Source: an optimization exercise on an open RTL-to-GDS flow (aim: small area and a short achievable clock period). Production flows keep margins and buffers that such runs may drop. The RTL was checked by simulation tests, not by an equivalence proof against the original design. In runs 3 to 5 the design's own scripts or RTL, not TritonCTS, make the clock network. No driver is modelled on the clock port, so clock power and skew are understated where the tree is cut down; a real chip needs a root buffer or a tree.

## flow/design.v (module list and top-level ports; edited modules follow where they fit)
// module mul32k_top: 15 lines
// module array_multiplier_csa_32bit: 3746 lines
// module mul_fa: 4 lines
// module mul_aoi222: 3 lines
// module mul_aoi22: 3 lines
// module mul_aoi21: 3 lines
// module mul_oai21: 3 lines
// module mul_nand2: 3 lines
// module mul_nor2: 3 lines
// module mul_or2: 3 lines
// module mul_xor2: 3 lines
// module mul_xnor2: 3 lines
// module mul_inv: 3 lines
module mul32k_top(
    input clk,
    input [31:0] a,
    input [31:0] b,
    output reg [63:0] p
);
  // ...
==> flow/flow/run.sh <==
#!/bin/bash
# Layout flow: the standard ORFS flow (standard.sh, unchanged synthesis and
# steps), except that the port buffers buffer_ports inserts are plain
# sky130_fd_sc_hd__buf_1 cells instead of the delay cells it picks by default.
# make's own output goes to flow_make.log; each ORFS step keeps its full log
# under orfs/logs/.
set -euo pipefail
cd "$(dirname "$0")/.."
export BUFFER_PORTS_ARGS="-buffer_cell sky130_fd_sc_hd__buf_1"
bash standard.sh finish > flow_make.log 2>&1
==> flow/standard.sh <==
#!/bin/bash
# synth_recipe.tcl (not shown) runs the flow's synth.tcl, then flattens the netlist and writes it again
# the make line also repeats each setting of config.mk as NAME=value (left out here)
make -C /OpenROAD-flow-scripts/flow DESIGN_CONFIG=/design/flow/config.mk WORK_HOME=/design/flow/orfs CLKGATE_MAP_FILE= SYNTH_SCRIPT=/design/flow/synth_recipe.tcl "${@:-finish}"
==> flow/config.mk <==
export PLATFORM = sky130hd
export DESIGN_NAME = mul32k_top
export DESIGN_NICKNAME = mul32k_top
export VERILOG_FILES = /design/flow/design.v
export SDC_FILE = /design/flow/constraint.sdc
export NUM_CORES = 4
export LEC_CHECK = 0
export CAP_MARGIN = 20
export CORE_MARGIN = 2
export CORE_UTILIZATION = 45
export SLEW_MARGIN = 20
export SYNTH_HIERARCHICAL = 1
==> flow/constraint.sdc <==
create_clock -name core_clock -period 45.0 [get_ports {clk}]
set_input_delay 9.0000 -clock core_clock [delete_from_list [all_inputs] [get_ports {clk}]]
set_output_delay 9.0000 -clock core_clock [all_outputs]
set_load 0.01 [all_outputs]
==> reports/metrics.cfg, run 1 <==
[synthesis]
synthDominantCellAreaShare_pct = 40.4
synth_mux_area_share_pct = 0
yosysSeqAreaShare_pct = 12.3
syn_area_mm2 = 0.0208

[placement]
post-place-ws_ps = 35560

[routing]
drt_pass1_iterations = 20
drc = 0
routedWlPerCell_um = 32.4

[cts]
clock_sinks = 128
root_buffer = clkbuf_16
clk_latency_ps = 490
cts_setup_buffers = 0
cts_buffer_depth = 2
cts_tree = done

[cells_and_area]
reg.largest.list = p (64), a_r (32), b_r (32)
diodes = 1
multi_input_gates = 1641
fillCellCount = 4200
multi_input_area_mm2 = 0.0181

[global_route]
met3_usage_pct = 12.4
track_usage_pct = 36.3

[setup_path]
path_delay_family = flip-flops
path_depth = 1

[hold_path]
hold_end = p[0]

[sta]
rsz0062_at_grt = no

[status]
status = no timing/DRC/antenna violations

==> inputs of run 2 (changes only) <==
==> flow/flow/run.sh (replaced) <==
#!/bin/bash
# Layout flow: the standard ORFS flow (standard.sh: unchanged synthesis and
# steps) with two changes:
#  - the port buffers buffer_ports inserts are plain sky130_fd_sc_hd__buf_1
#    cells instead of the delay cells it picks by default;
#  - after CTS, flow/clock1.tcl rebuilds the clock tree as two balanced levels
#    of clkbuf_16 (the port drives 4 buffers, each drives 2, each of those 16
#    flip-flops), without CTS's extra root buffer and dummy loads.
# make's own output goes to flow_make.log; each ORFS step keeps its full log
# under orfs/logs/.
set -euo pipefail
cd "$(dirname "$0")/.."
export BUFFER_PORTS_ARGS="-buffer_cell sky130_fd_sc_hd__buf_1"
export POST_CTS_TCL="$PWD/flow/clock1.tcl"
bash standard.sh finish > flow_make.log 2>&1
==> flow/flow/clock1.tcl (new file) <==
# Rebuild the clock tree CTS made: the clock port drives four
# sky130_fd_sc_hd__clkbuf_16 cells, each of which drives two more, each of
# those the flip-flops of one eighth of the design (grouped by position).
# Every flip-flop gets the clock through the same two buffer levels, so the
# tree stays balanced; it only drops the single root buffer CTS puts between
# the port and the rest of the tree.
set block [ord::get_db_block]
set clk_port [$block findBTerm clk]
set clk_net [$clk_port getNet]

# flip-flops and their clock pins
set sinks {}
foreach inst [$block getInsts] {
  set m [$inst getMaster]
  if {[$m isSequential]} {
    foreach it [$inst getITerms] {
      if {[[$it getMTerm] getName] eq "CLK"} { lappend sinks $it }
    }
  }
}

# the CTS buffers: every instance that drives a net of the clock tree
set old {}
proc walk {net} {
  global old
  foreach it [$net getITerms] {
    if {[$it isInputSignal] || ![$it isOutputSignal]} { continue }
  }
  foreach it [$net getITerms] {
    set inst [$it getInst]
    set m [$inst getMaster]
    if {[$m isSequential]} { continue }
    if {[[$it getMTerm] getIoType] ne "INPUT"} { continue }
    if {[lsearch -exact $old $inst] >= 0} { continue }
    lappend old $inst
    foreach ot [$inst getITerms] {
      if {[[$ot getMTerm] getIoType] eq "OUTPUT" && [$ot getNet] ne "NULL"} { walk [$ot getNet] }
    }
  }
}
walk $clk_net
puts "clock1: [llength $sinks] flip-flops, [llength $old] CTS cells to replace"

# split the flip-flops by recursive bisection (alternating x and y at the
# median) into 8 groups; groups 2k and 2k+1 share a first-level buffer
proc bisect {its depth} {
  if {$depth == 0} { return [list $its] }
  set axis [expr {$depth % 2}]
  set keyed {}
  foreach it $its { set loc [[$it getInst] getLocation]; lappend keyed [list [lindex $loc $axis] $it] }
  set keyed [lsort -integer -index 0 $keyed]
  set h [expr {[llength $keyed] / 2}]
  set a {}; set b {}
  foreach e [lrange $keyed 0 [expr {$h - 1}]] { lappend a [lindex $e 1] }
  foreach e [lrange $keyed $h end] { lappend b [lindex $e 1] }
  return [concat [bisect $a [expr {$depth - 1}]] [bisect $b [expr {$depth - 1}]]]
}
set groups [bisect $sinks 3]

# remove the old tree
foreach inst $old {
  foreach ot [$inst getITerms] {
    set n [$ot getNet]
    if {$n ne "NULL" && [[$ot getMTerm] getIoType] eq "OUTPUT"} {
      foreach it [$n getITerms] { $it disconnect }
      odb::dbNet_destroy $n
    }
  }
  odb::dbInst_destroy $inst
}
foreach it [$clk_net getITerms] { $it disconnect }

set master [[ord::get_db] findMaster sky130_fd_sc_hd__clkbuf_16]
proc mkbuf {name x y innet} {
  global block master
  set buf [odb::dbInst_create $block $master $name]
  $buf setLocation $x $y
  $buf setPlacementStatus PLACED
  set net [odb::dbNet_create $block "${name}_net"]
  $net setSigType CLOCK
  foreach it [$buf getITerms] {
    set mt [[$it getMTerm] getName]
    if {$mt eq "A"} { $it connect $innet }
    if {$mt eq "X"} { $it connect $net }
  }
  return $net
}
proc centroid {its} {
  set sx 0; set sy 0
  foreach it $its { lassign [[$it getInst] getLocation] x y; incr sx $x; incr sy $y }
  set n [llength $its]
  return [list [expr {$sx / $n}] [expr {$sy / $n}]]
}
for {set k 0} {$k < 4} {incr k} {
  set g0 [lindex $groups [expr {2 * $k}]]
  set g1 [lindex $groups [expr {2 * $k + 1}]]
  lassign [centroid [concat $g0 $g1]] cx cy
  set n1 [mkbuf "clkbuf_l1_${k}" $cx $cy $clk_net]
  foreach g [list $g0 $g1] idx {0 1} {
    lassign [centroid $g] gx gy
    set n2 [mkbuf "clkbuf_l2_${k}_${idx}" $gx $gy $n1]
    foreach it $g { $it connect $n2 }
    puts "clock1: leaf buffer ${k}_${idx} drives [llength $g] flip-flops"
  }
}
global_connect
detailed_placement
check_placement -verbose
estimate_parasitics -placement
==> reports/metrics.cfg, run 2 <==
[status]
status = stopped before the end
stop_stage = clock tree synthesis
firstError = Error: cts.tcl, 90 can't read "old": no such variable

[synthesis]
synth-edff-count = 0
synthDominantCellAreaShare_pct = 40.4  ; unchanged
synth_cell_types = 14
yosys-top-cells-area = fa_1 40%, a222oi_1 24%, dfxtp_1 12%, xnor2_1 7.0%, o21ai_1 3.1%
synth_seq_cells = 128
syn_area_mm2 = 0.0208  ; unchanged
synth_top_cell_by_area = fa_1
yosysWarnings = 7
syn_inst = 1809
yosysSeqAreaShare_pct = 12.3  ; unchanged
async_flop_share_pct = 0
synthTopCellsByCount = 496 x a222oi_1, 419 x fa_1, 166 x xnor2_1
synth-main-ff-cell = dfxtp_1
avgSynthCellArea_um2 = 11.5
synth_nets = 2293
synth.most_common_cell = a222oi_1

[placement]
placed_cells = 2613
gp_congestion = 0.963
dp_hpwl_um = 55900
port_buffers = 128

[floorplanning]
core.rowCount = 78
ioPinCount = 129
die_w_um = 219
initial_core_util_pct = 45.7
die_h_um = 219

[cts]
clock_sinks = 128  ; unchanged

-- run 2: cell counts after synthesis --
Identical to the previous run, type by type.
-- run 2: modules after synthesis, one instance, submodules excluded --
| module | times used | area, um^2 | cells | flops+latches |
|---|---|---|---|---|
| mul_oai21 | 129 | 5.00 | 1 | 0 |
| mul_xnor2 | 166 | 8.76 | 1 | 0 |
| mul_or2 | 29 | 6.26 | 1 | 0 |
| mul_aoi222 | 496 | 10.0 | 1 | 0 |
| mul_aoi21 | 63 | 8.76 | 1 | 0 |
| mul_nand2 | 163 | 3.75 | 1 | 0 |
| mul_fa | 419 | 20.0 | 1 | 0 |
| array_multiplier_csa_32bit | 1 | 400 | 48 | 0 |
| mul_xor2 | 48 | 8.76 | 1 | 0 |
| mul_inv | 40 | 3.75 | 1 | 0 |
| mul_nor2 | 64 | 3.75 | 1 | 0 |
| mul_aoi22 | 16 | 12.5 | 1 | 0 |
| mul32k_top | 1 | 2560 | 128 | 128 |
-- run 2: kinds of logic after synthesis --
| kind of cell | after synthesis | synth area share (%) |
|---|---|---|
| AND/OR/NAND/NOR | 304 | 6.90 |
| adder cells (fa/ha/maj) | 419 | 40.4 |
| flip-flops | 128 | 12.3 |
| buffers and inverters | 40 | 0.723 |
| XOR/XNOR | 214 | 9.02 |
| AO/OA/AOI/OAI | 704 | 30.6 |
-- run 2: how the worst min path moves through the flow --
stage,end,cells after the start
2_1_floorplan,p[0],2
3_3_place_gp,p[0],2
3_5_place_dp,p[0],2
-- run 2: metrics by stage --
stage               instance area (um^2)  hold slack, ps  util (%)  setup WS (ps)
detailed placement                 22700             451      49.8          35560
global placement                   22600             449      49.8          35570
floorplan                          20800             420         -          35670
==> inputs of run 3 (changes only) <==
--- a/flow/flow/clock1.tcl
+++ b/flow/flow/clock1.tcl
@@ -6,3 +6,4 @@
 # the port and the rest of the tree.
-set block [ord::get_db_block]
+set ::c1_block [ord::get_db_block]
+set block $::c1_block
 set clk_port [$block findBTerm clk]
@@ -22,5 +23,4 @@
 # the CTS buffers: every instance that drives a net of the clock tree
-set old {}
+set ::c1_old {}
 proc walk {net} {
-  global old
   foreach it [$net getITerms] {
@@ -33,4 +33,4 @@
     if {[[$it getMTerm] getIoType] ne "INPUT"} { continue }
-    if {[lsearch -exact $old $inst] >= 0} { continue }
-    lappend old $inst
+    if {[lsearch -exact $::c1_old $inst] >= 0} { continue }
+    lappend ::c1_old $inst
     foreach ot [$inst getITerms] {
@@ -41,2 +41,3 @@
 walk $clk_net
+set old $::c1_old
 puts "clock1: [llength $sinks] flip-flops, [llength $old] CTS cells to replace"
@@ -72,9 +73,8 @@
 
-set master [[ord::get_db] findMaster sky130_fd_sc_hd__clkbuf_16]
+set ::c1_master [[ord::get_db] findMaster sky130_fd_sc_hd__clkbuf_16]
 proc mkbuf {name x y innet} {
-  global block master
-  set buf [odb::dbInst_create $block $master $name]
+  set buf [odb::dbInst_create $::c1_block $::c1_master $name]
   $buf setLocation $x $y
   $buf setPlacementStatus PLACED
-  set net [odb::dbNet_create $block "${name}_net"]
+  set net [odb::dbNet_create $::c1_block "${name}_net"]
   $net setSigType CLOCK
==> reports/metrics.cfg, run 3 <==
[placement]
post_dp_cell_area_mm2 = 0.0227  ; unchanged
port_buffers = 128  ; unchanged
dp_hpwl_um = 55900  ; unchanged
post-place-ws_ps = 35560  ; unchanged
gp_congestion = 0.963  ; unchanged
placed_cells = 2613  ; unchanged

[synthesis]
synth-main-ff-cell = dfxtp_1
synth_top_cell_by_area = fa_1
yosysWarnings = 7  ; unchanged
yosysSeqAreaShare_pct = 12.3  ; unchanged
synth.most_common_cell = a222oi_1
yosys-top-cells-area = fa_1 40%, a222oi_1 24%, dfxtp_1 12%, xnor2_1 7.0%, o21ai_1 3.1%
synthDominantCellAreaShare_pct = 40.4  ; unchanged
avgSynthCellArea_um2 = 11.5  ; unchanged
synth-edff-count = 0  ; unchanged
async_flop_share_pct = 0  ; unchanged
synth_nets = 2293  ; unchanged
syn_area_mm2 = 0.0208  ; unchanged
synthTopCellsByCount = 496 x a222oi_1, 419 x fa_1, 166 x xnor2_1
synth_cell_types = 14  ; unchanged
syn_inst = 1809  ; unchanged
synth_seq_cells = 128  ; unchanged

[floorplanning]
die_h_um = 219  ; unchanged
ioPinCount = 129  ; unchanged
initial_core_util_pct = 45.7  ; unchanged
die_w_um = 219  ; unchanged
fp.dieArea_mm2 = 0.0479
core_region_area_mm2 = 0.0455
core.rowCount = 78  ; unchanged

[routing]
viasPerCell = 7.94
vias = 20800
drc = 0
routed_wl_um = 85700
ant_nets = 0
routedWlPerCell_um = 32.6
drt_pass1_iterations = 21
drt-initial-drc-count = 6521

[flow_run]
max-cap-violations = 0

[setup_path]
critical_path.slowest_cell = dfxtp_1
r2r_start = a_r[18]
required_ps = 36000
crit_start = p[47]
path_delay_family = flip-flops
cp-start-kind = register
path_cells = buf_1
crit_path_end = p[47]
worstSetupPathType = reg2out
max_stage_delay_ps = 330
critPathArrivalTime_ps = 780
path_depth = 1
critPathBufInv = 1
end_kind = output port
regToRegEndpoint = p[63]
ff2ff_setup_slack_ps = 35600
reg2regPathDepth = 30
crit_fanout = 1

[hold_path]
min_path_type = reg2reg
hold_depth = 2
worst_hold_startpoint = b_r[0]

[cells_and_area]
fillCellCount = 4209
diodes = 0
final_cells = 2625
reg.largest.list = p (64), a_r (32), b_r (32)
final_cell_mix = 496 x a222oi_1, 419 x fa_1, 163 x nand2_1
largest_reg_flops = 64
final_nets = 2511
drive_above_1_share_pct = 11.2
area_growth_pct = 10.5
top_register = p
design_area_mm2 = 0.0230
mostFrequentLayoutCell = a222oi_1

[cts]
clk_latency_ps = 300
clock_sinks = 128  ; unchanged
clk_pin_slew_ps = 100

[global_route]
grt_pass1_vias = 21400
track_usage_pct = 35.8
overflow = 0
grt_pass1_wl_um = 131000
grt_max_degree = 38
antenna_found_initial = 0

[sta]
fin_crit_ps = 9780
rsz0062_at_grt = no
max_freq_ghz = 0.102
slew_viol_final = 0
setup_slack_ps = 35220
setup_viol = 0
fin_setup_tns_ps = 0
finClkSkew_ps = 42.3
min_period_over_period_pct = 21.7
hold_viol_final = 0
slew_headroom_pct = 27.3
tightest_slew_ps = 1080

[status]
status = no timing/DRC/antenna violations

==> run 3: cell counts after synthesis <==
Identical to the previous run, type by type.
==> run 3: cell type report <==
class	count	area (um^2)	area share, %
Inverter	40	150	0.654
Buffer	12	300	1.31
Tap cell	600	751	3.27
Multi-Input combinational cell	1641	18100	79.0
Timing Repair Buffer	204	1050	4.58
Sequential cell	128	2560	11.2
==> run 3: worst min-delay path by stage <==
stage	endpoint	slack (ps)
after floorplan	p[0]	420
after global placement	p[0]	450
after detailed placement	p[0]	450
after global routing	p[0]	490
final	p[0]	460
==> run 3: tightest hold or removal path: stages, from the launching register on <==
cell     delay [ps]
dfxtp_1         330
nand2_1          60
inv_1            30
==> run 3: cell families (layout without fill, tap and decap cells) <==
| group | after synthesis | count (layout) | share of synthesized area [%] |
|---|---|---|---|
| and+or+nand+nor | 304 | 304 | 6.90 |
| adders and majority gates | 419 | 419 | 40.4 |
| xor gates and xnor gates | 214 | 214 | 9.02 |
| AOI/OAI and AO/OA | 704 | 704 | 30.6 |
| buffers and inverters | 40 | 256 | 0.723 |
| DFF | 128 | 128 | 12.3 |
==> run 3: layer usage <==
layer / GRT usage [%] / vias to the layer above / wire length [um]
met3: 12.3 / 509 / 13200
met1: 44.7 / 10100 / 28900
met2: 54.0 / 2127 / 37500
met4: 20.7 / 0 / 6050
met5: 0 / - / 0
li1: - / 8073 / -
==> run 3: per-module statistics from Yosys (local to each module, per instance), excerpt <==
module	flops+latches	cells inside
mul_or2	0	1
mul_aoi22	0	1
mul_nor2	0	1
mul_oai21	0	1
mul_nand2	0	1
mul_aoi222	0	1
==> run 3: per-stage QoR <==
step / utilization [%] / hold slack [ps]
global placement: 49.8 / 449
floorplan: - / 420
global route: 50.5 / 492
finish: 50.5 / 457
detailed placement: 49.8 / 451
==> inputs of run 4 (changes only) <==
--- a/flow/config.mk
+++ b/flow/config.mk
@@ -7,6 +7,6 @@
 export LEC_CHECK = 0
-export CAP_MARGIN = 20
+export CAP_MARGIN = 0
 export CORE_MARGIN = 2
 export CORE_UTILIZATION = 45
-export SLEW_MARGIN = 20
+export SLEW_MARGIN = 0
 export SYNTH_HIERARCHICAL = 1
==> reports/metrics.cfg, run 4 <==
[floorplanning]
ioPinCount = 129  ; unchanged
core_region_area_mm2 = 0.0455  ; unchanged
initial_core_util_pct = 45.7  ; unchanged
core.rowCount = 78  ; unchanged
die_w_um = 219  ; unchanged
die_h_um = 219  ; unchanged
fp.dieArea_mm2 = 0.0479  ; unchanged

[synthesis]
synth-edff-count = 0  ; unchanged
synth_nets = 2293  ; unchanged
async_flop_share_pct = 0  ; unchanged
synth_cell_types = 14  ; unchanged
syn_inst = 1809  ; unchanged
yosysSeqAreaShare_pct = 12.3  ; unchanged
yosys-top-cells-area = fa_1 40%, a222oi_1 24%, dfxtp_1 12%, xnor2_1 7.0%, o21ai_1 3.1%
syn_area_mm2 = 0.0208  ; unchanged
synth_seq_cells = 128  ; unchanged
synth_top_cell_by_area = fa_1
yosysWarnings = 7  ; unchanged
synth-main-ff-cell = dfxtp_1
synthTopCellsByCount = 496 x a222oi_1, 419 x fa_1, 166 x xnor2_1
avgSynthCellArea_um2 = 11.5  ; unchanged
synthDominantCellAreaShare_pct = 40.4  ; unchanged
synth.most_common_cell = a222oi_1

[sta]
max_freq_ghz = 0.102  ; about the same
slew_viol_final = 0  ; unchanged
min_period_over_period_pct = 21.7  ; about the same
slew_headroom_pct = 14.9  ; -12 points
setup_viol = 0  ; unchanged
hold_viol_final = 0  ; unchanged
rsz0062_at_grt = no
finClkSkew_ps = 45.0  ; +2.75 ps
tightest_slew_ps = 1270  ; +185 ps
fin_crit_ps = 9780  ; +2.10 ps
fin_setup_tns_ps = 0  ; unchanged

[setup_path]
max_stage_delay_ps = 330  ; about the same
critical_path.slowest_cell = dfxtp_1
cp-start-kind = register
critPathArrivalTime_ps = 780  ; about the same
crit_fanout = 1  ; unchanged
ff2ff_setup_slack_ps = 35540  ; -60 ps
end_kind = output port
critPathBufInv = 1  ; unchanged
worstSetupPathType = reg2out
path_delay_family = flip-flops
required_ps = 36000  ; about the same
path_cells = buf_1

[routing]
drc = 0  ; unchanged
routed_wl_um = 85600  ; about the same
vias = 20800  ; -0.33%
ant_nets = 0  ; unchanged
viasPerCell = 7.91  ; -0.33%
drt-initial-drc-count = 6169  ; -5.4%
routedWlPerCell_um = 32.6  ; about the same
drt_pass1_iterations = 28  ; +33%

[cells_and_area]
area_growth_pct = 10.5  ; about the same
final_util_pct = 50.5  ; about the same
drive_above_1_share_pct = 11.1  ; -0.049 points
mostFrequentLayoutCell = a222oi_1
final_cell_mix = 496 x a222oi_1, 419 x fa_1, 163 x nand2_1
reg.largest.list = p (64), a_r (32), b_r (32)
diodes = 0  ; unchanged
top_register = p
final_nets = 2511  ; unchanged
largest_reg_flops = 64  ; unchanged
fillCellCount = 4193  ; -0.38%

[global_route]
grt_pass1_vias = 21600  ; +0.94%
overflow = 0  ; unchanged
grt_pass1_wl_um = 131000  ; about the same
antenna_found_initial = 0  ; unchanged
track_usage_pct = 35.8  ; +0.036 points
grt_max_degree = 38  ; unchanged

[cts]
clock_sinks = 128  ; unchanged
clk_pin_slew_ps = 100  ; about the same
clk_latency_ps = 310  ; about the same

[placement]
gp_congestion = 0.963  ; unchanged
port_buffers = 128  ; unchanged
dp_hpwl_um = 55900  ; about the same

[status]
status = no timing/DRC/antenna violations

[hold_path]
min_path_type = reg2reg

[flow_run]
max-cap-violations = 0  ; unchanged

[run 4: cell types whose count changed in the layout (fill, tap and decap cells not counted)]
cell | previous run | this run
xnor2_2 | 6 | 5
xnor2_1 | 160 | 161
[run 4: cell families (layout without fill, tap and decap cells)]
logic type / after synthesis / after routing / synth area share (%)
AO/OA/AOI/OAI: 704 / 704 / 30.6
XOR/XNOR: 214 / 214 / 9.02
adder cells (fa/ha/maj): 419 / 419 / 40.4
buffers and inverters: 40 / 256 / 0.723
flip-flops: 128 / 128 / 12.3
AND/OR/NAND/NOR: 304 / 304 / 6.90
[run 4: per-layer routing]
| layer | up-vias | wire, um | global-route usage (%) |
|---|---|---|---|
| met5 | - | 0 | 0 |
| met4 | 0 | 6340 | 21.5 |
| met3 | 528 | 13200 | 11.9 |
| met2 | 2119 | 37000 | 53.6 |
| met1 | 10100 | 29200 | 45.0 |
| li1 | 8061 | - | - |
[run 4: Yosys stat by module, one instance, submodules excluded]
module,cells,cell area (um^2)
mul32k_top,128,2560
array_multiplier_csa_32bit,48,400
mul_fa,1,20.0
mul_aoi22,1,12.5
mul_aoi222,1,10.0
mul_aoi21,1,8.76
mul_xnor2,1,8.76
mul_xor2,1,8.76
mul_or2,1,6.26
mul_oai21,1,5.00
mul_inv,1,3.75
mul_nand2,1,3.75
mul_nor2,1,3.75
[run 4: metrics by stage]
step	setup WS [ps]	cells	instance area [um^2]	hold WS, ps
after floorplan	35670	1809	20800	420
after global placement	35570	2613	22600	449
after detailed placement	35550	2613	22600	452
after global routing	35130	2625	22900	494
final	35220	2625	22900	458
[run 4: worst register-to-register path: cells and delay by family, from the launching register on]
family / cells / cell delay, ps
compound gates: 11 / 2540
xor+xnor: 4 / 1570
fa+ha+maj: 6 / 2970
buf+inv: 4 / 1200
flops: 1 / 320
simple gates: 5 / 770
[run 4: cell type report]
| type | instances | area [um^2] | share of cell area [%] |
|---|---|---|---|
| Multi-Input combinational cell | 1641 | 18100 | 79.0 |
| Sequential cell | 128 | 2560 | 11.2 |
| Timing Repair Buffer | 204 | 1050 | 4.58 |
| Tap cell | 600 | 751 | 3.27 |
| Buffer | 12 | 300 | 1.31 |
| Inverter | 40 | 150 | 0.654 |
[run 4: path summary, 6_finish.rpt]
path	cells after the start	to	startpoint
min	2	p[0]	b_r[0]
max reg2reg	30	p[63]	a_r[18]
min reg2reg	2	p[0]	b_r[0]
max	1	p[50]	p[50]
==> inputs of run 5 (changes only) <==
--- a/flow/config.mk
+++ b/flow/config.mk
@@ -9,3 +9,3 @@
 export CORE_MARGIN = 2
-export CORE_UTILIZATION = 45
+export CORE_UTILIZATION = 55
 export SLEW_MARGIN = 0
==> reports/metrics.cfg, run 5 <==
[status]
status = no timing/DRC/antenna violations

[synthesis]
synth-main-ff-cell = dfxtp_1
synth_top_cell_by_area = fa_1
synth_nets = 2293  ; unchanged
yosysWarnings = 7  ; unchanged
synth.most_common_cell = a222oi_1
yosys-top-cells-area = fa_1 40%, a222oi_1 24%, dfxtp_1 12%, xnor2_1 7.0%, o21ai_1 3.1%
synthDominantCellAreaShare_pct = 40.4  ; unchanged
async_flop_share_pct = 0  ; unchanged
synthTopCellsByCount = 496 x a222oi_1, 419 x fa_1, 166 x xnor2_1
synth_seq_cells = 128  ; unchanged
synth_cell_types = 14  ; unchanged
yosysSeqAreaShare_pct = 12.3  ; unchanged
syn_area_mm2 = 0.0208  ; unchanged
synth-edff-count = 0  ; unchanged
avgSynthCellArea_um2 = 11.5  ; unchanged
syn_inst = 1809  ; unchanged

[cts]
clk_latency_ps = 330  ; +20 ps
clock_sinks = 128  ; unchanged
clk_pin_slew_ps = 120  ; +20 ps

[sta]
slew_viol_final = 0  ; unchanged
tightest_slew_ps = 1430  ; +163 ps
rsz0062_at_grt = no
hold_viol_final = 0  ; unchanged
max_freq_ghz = 0.102  ; -0.38%
hold_slack_ps = 468  ; +9.60 ps
finClkSkew_ps = 71.4  ; +26.4 ps
fin_setup_tns_ps = 0  ; unchanged
slew_headroom_pct = 3.96  ; -11 points
fin_crit_ps = 9820  ; +37.4 ps
min_period_over_period_pct = 21.8  ; +0.083 points
setup_viol = 0  ; unchanged

[global_route]
grt_max_degree = 38  ; unchanged
antenna_found_initial = 0  ; unchanged
track_usage_pct = 44.6  ; +8.8 points
overflow = 0  ; unchanged
grt_pass1_vias = 22100  ; +2.4%
grt_pass1_wl_um = 132000  ; +0.63%

[cells_and_area]
area_growth_pct = 9.76
final_nets = 2511  ; unchanged
reg.largest.list = p (64), a_r (32), b_r (32)
largest_reg_flops = 64  ; unchanged
mostFrequentLayoutCell = a222oi_1
final_cell_mix = 496 x a222oi_1, 419 x fa_1, 165 x xnor2_1
top_register = p
final_util_pct = 61.0  ; +11 points
drive_above_1_share_pct = 10.9  ; -0.25 points
diodes = 0  ; unchanged
final_cells = 2536  ; -3.4%
fillCellCount = 3164  ; -25%

[setup_path]
max_stage_delay_ps = 340  ; about the same
ff2ff_setup_slack_ps = 35500  ; -40 ps
critical_path.slowest_cell = dfxtp_1
worstSetupPathType = reg2out
reg2regPathDepth = 29  ; -3.3%
end_kind = output port
path_cells = buf_1
critPathBufInv = 1  ; unchanged
crit_fanout = 1  ; unchanged
required_ps = 36000  ; about the same
path_delay_family = flip-flops
regToRegEndpoint = p[63]
cp-start-kind = register
critPathArrivalTime_ps = 820  ; +40 ps
r2r_start = a_r[2]

[floorplanning]
die_w_um = 198  ; -9.4%
fp.dieArea_mm2 = 0.0393  ; -18%
core.rowCount = 71  ; -9.0%
core_region_area_mm2 = 0.0374  ; -18%
initial_core_util_pct = 55.5  ; +9.9 points
die_h_um = 198  ; -9.4%
ioPinCount = 129  ; unchanged

[routing]
routed_wl_um = 86100  ; +0.51%
routedWlPerCell_um = 33.9  ; +4.0%
drt-initial-drc-count = 7132  ; +16%
drt_pass1_iterations = 23  ; -18%
vias = 21200  ; +2.2%
drc = 0  ; unchanged
ant_nets = 0  ; unchanged
viasPerCell = 8.37  ; +5.8%

[hold_path]
min_path_type = reg2reg
hold_end = p[0]
hold_depth = 2  ; unchanged
worst_hold_startpoint = b_r[0]

[placement]
gp_congestion = 1.02  ; +5.9%
dp_hpwl_um = 54900  ; -1.8%
port_buffers = 128  ; unchanged
placed_cells = 2524  ; -3.4%

[flow_run]
max-cap-violations = 0  ; unchanged

run 5: cell counts after synthesis:
No cell type changed its count.
run 5: stage by stage:
stage	setup WS, ps	instance area (um^2)
global placement	35570	22500
floorplan	35670	20800
finish	35180	22800
detailed placement	35540	22500
global route	35040	22800
run 5: worst max path at each step:
stage	from	to	slack (ps)	cells past startpoint
finish	p[45]	p[45]	35180	1
global route	a_r[1]	p[63]	35040	29
detailed placement	p[62]	p[62]	35540	1
global placement	p[42]	p[42]	35570	1
floorplan	p[0]	p[0]	35670	0
run 5: cell families (layout without fill, tap and decap cells):
logic type | after synthesis | after routing | synth area share, %
compound gates | 704 | 704 | 30.6
xor+xnor | 214 | 214 | 9.02
fa+ha+maj | 419 | 419 | 40.4
buf+inv | 40 | 256 | 0.723
flops | 128 | 128 | 12.3
simple gates | 304 | 304 | 6.90
run 5: Yosys stat by module (local to each module, per instance), excerpt:
module / copies in the design / cell area, um^2
mul_oai21: 129 / 5.00
mul_aoi21: 63 / 8.76
mul_aoi22: 16 / 12.5
mul_xor2: 48 / 8.76
mul_xnor2: 166 / 8.76
mul_fa: 419 / 20.0
mul_or2: 29 / 6.26
array_multiplier_csa_32bit: 1 / 400
mul32k_top: 1 / 2560
mul_nor2: 64 / 3.75
mul_inv: 40 / 3.75
run 5: area by class of cell:
class / count / area (um^2) / area share, %
multi-input cells: 1641 / 18100 / 79.4
flip-flops and latches: 128 / 2560 / 11.2
well taps: 511 / 639 / 2.80
plain buffers: 12 / 300 / 1.32
inverters: 40 / 150 / 0.659
repair buffers: 204 / 1050 / 4.61
run 5: metal layers:
layer	part of all wire, %	GRT usage, %	up-vias
li1	-	-	8075
met2	43	66.7	2361
met3	17	18.0	621
met5	0	0.894	-
met4	7.4	24.3	0
met1	33	55.0	10200

afterwards: timing with drivers on the ports:
No port has a modelled driver above. Below, the same layouts with a new extraction and two added sets of constraints. Step 1 assumes that a clkbuf_16 drives the clock port and a buf_2 every other input. Step 2 adds t to the input delays and takes it off the output delays; t is the mean of the earliest and latest rising clock arrival at the registers after step 1. Input paths then give back, and output paths get back, about the clock's delay inside the block. Slacks: ideal / step 1 / step 2; pairs: ideal / step 1.
| run | t, ns | slack for setup (ns) | hold WS [ns] | worst setup path at the end |
|---|---|---|---|---|
| run 1 | 0.544 | 35.035 / 34.975 / 35.518 | 0.455 / 0.455 / 0.455 | register to output |
| run 3 | 0.404 | 35.221 / 35.097 / 35.501 | 0.457 / 0.457 / 0.457 | register to output |
| run 4 | 0.411 | 35.219 / 35.092 / 35.504 | 0.458 / 0.458 / 0.458 | register to output |
| run 5 | 0.422 | 35.181 / 35.054 / 35.477 | 0.468 / 0.468 / 0.468 | register to output |
After both steps setup and hold are still met in every run listed.
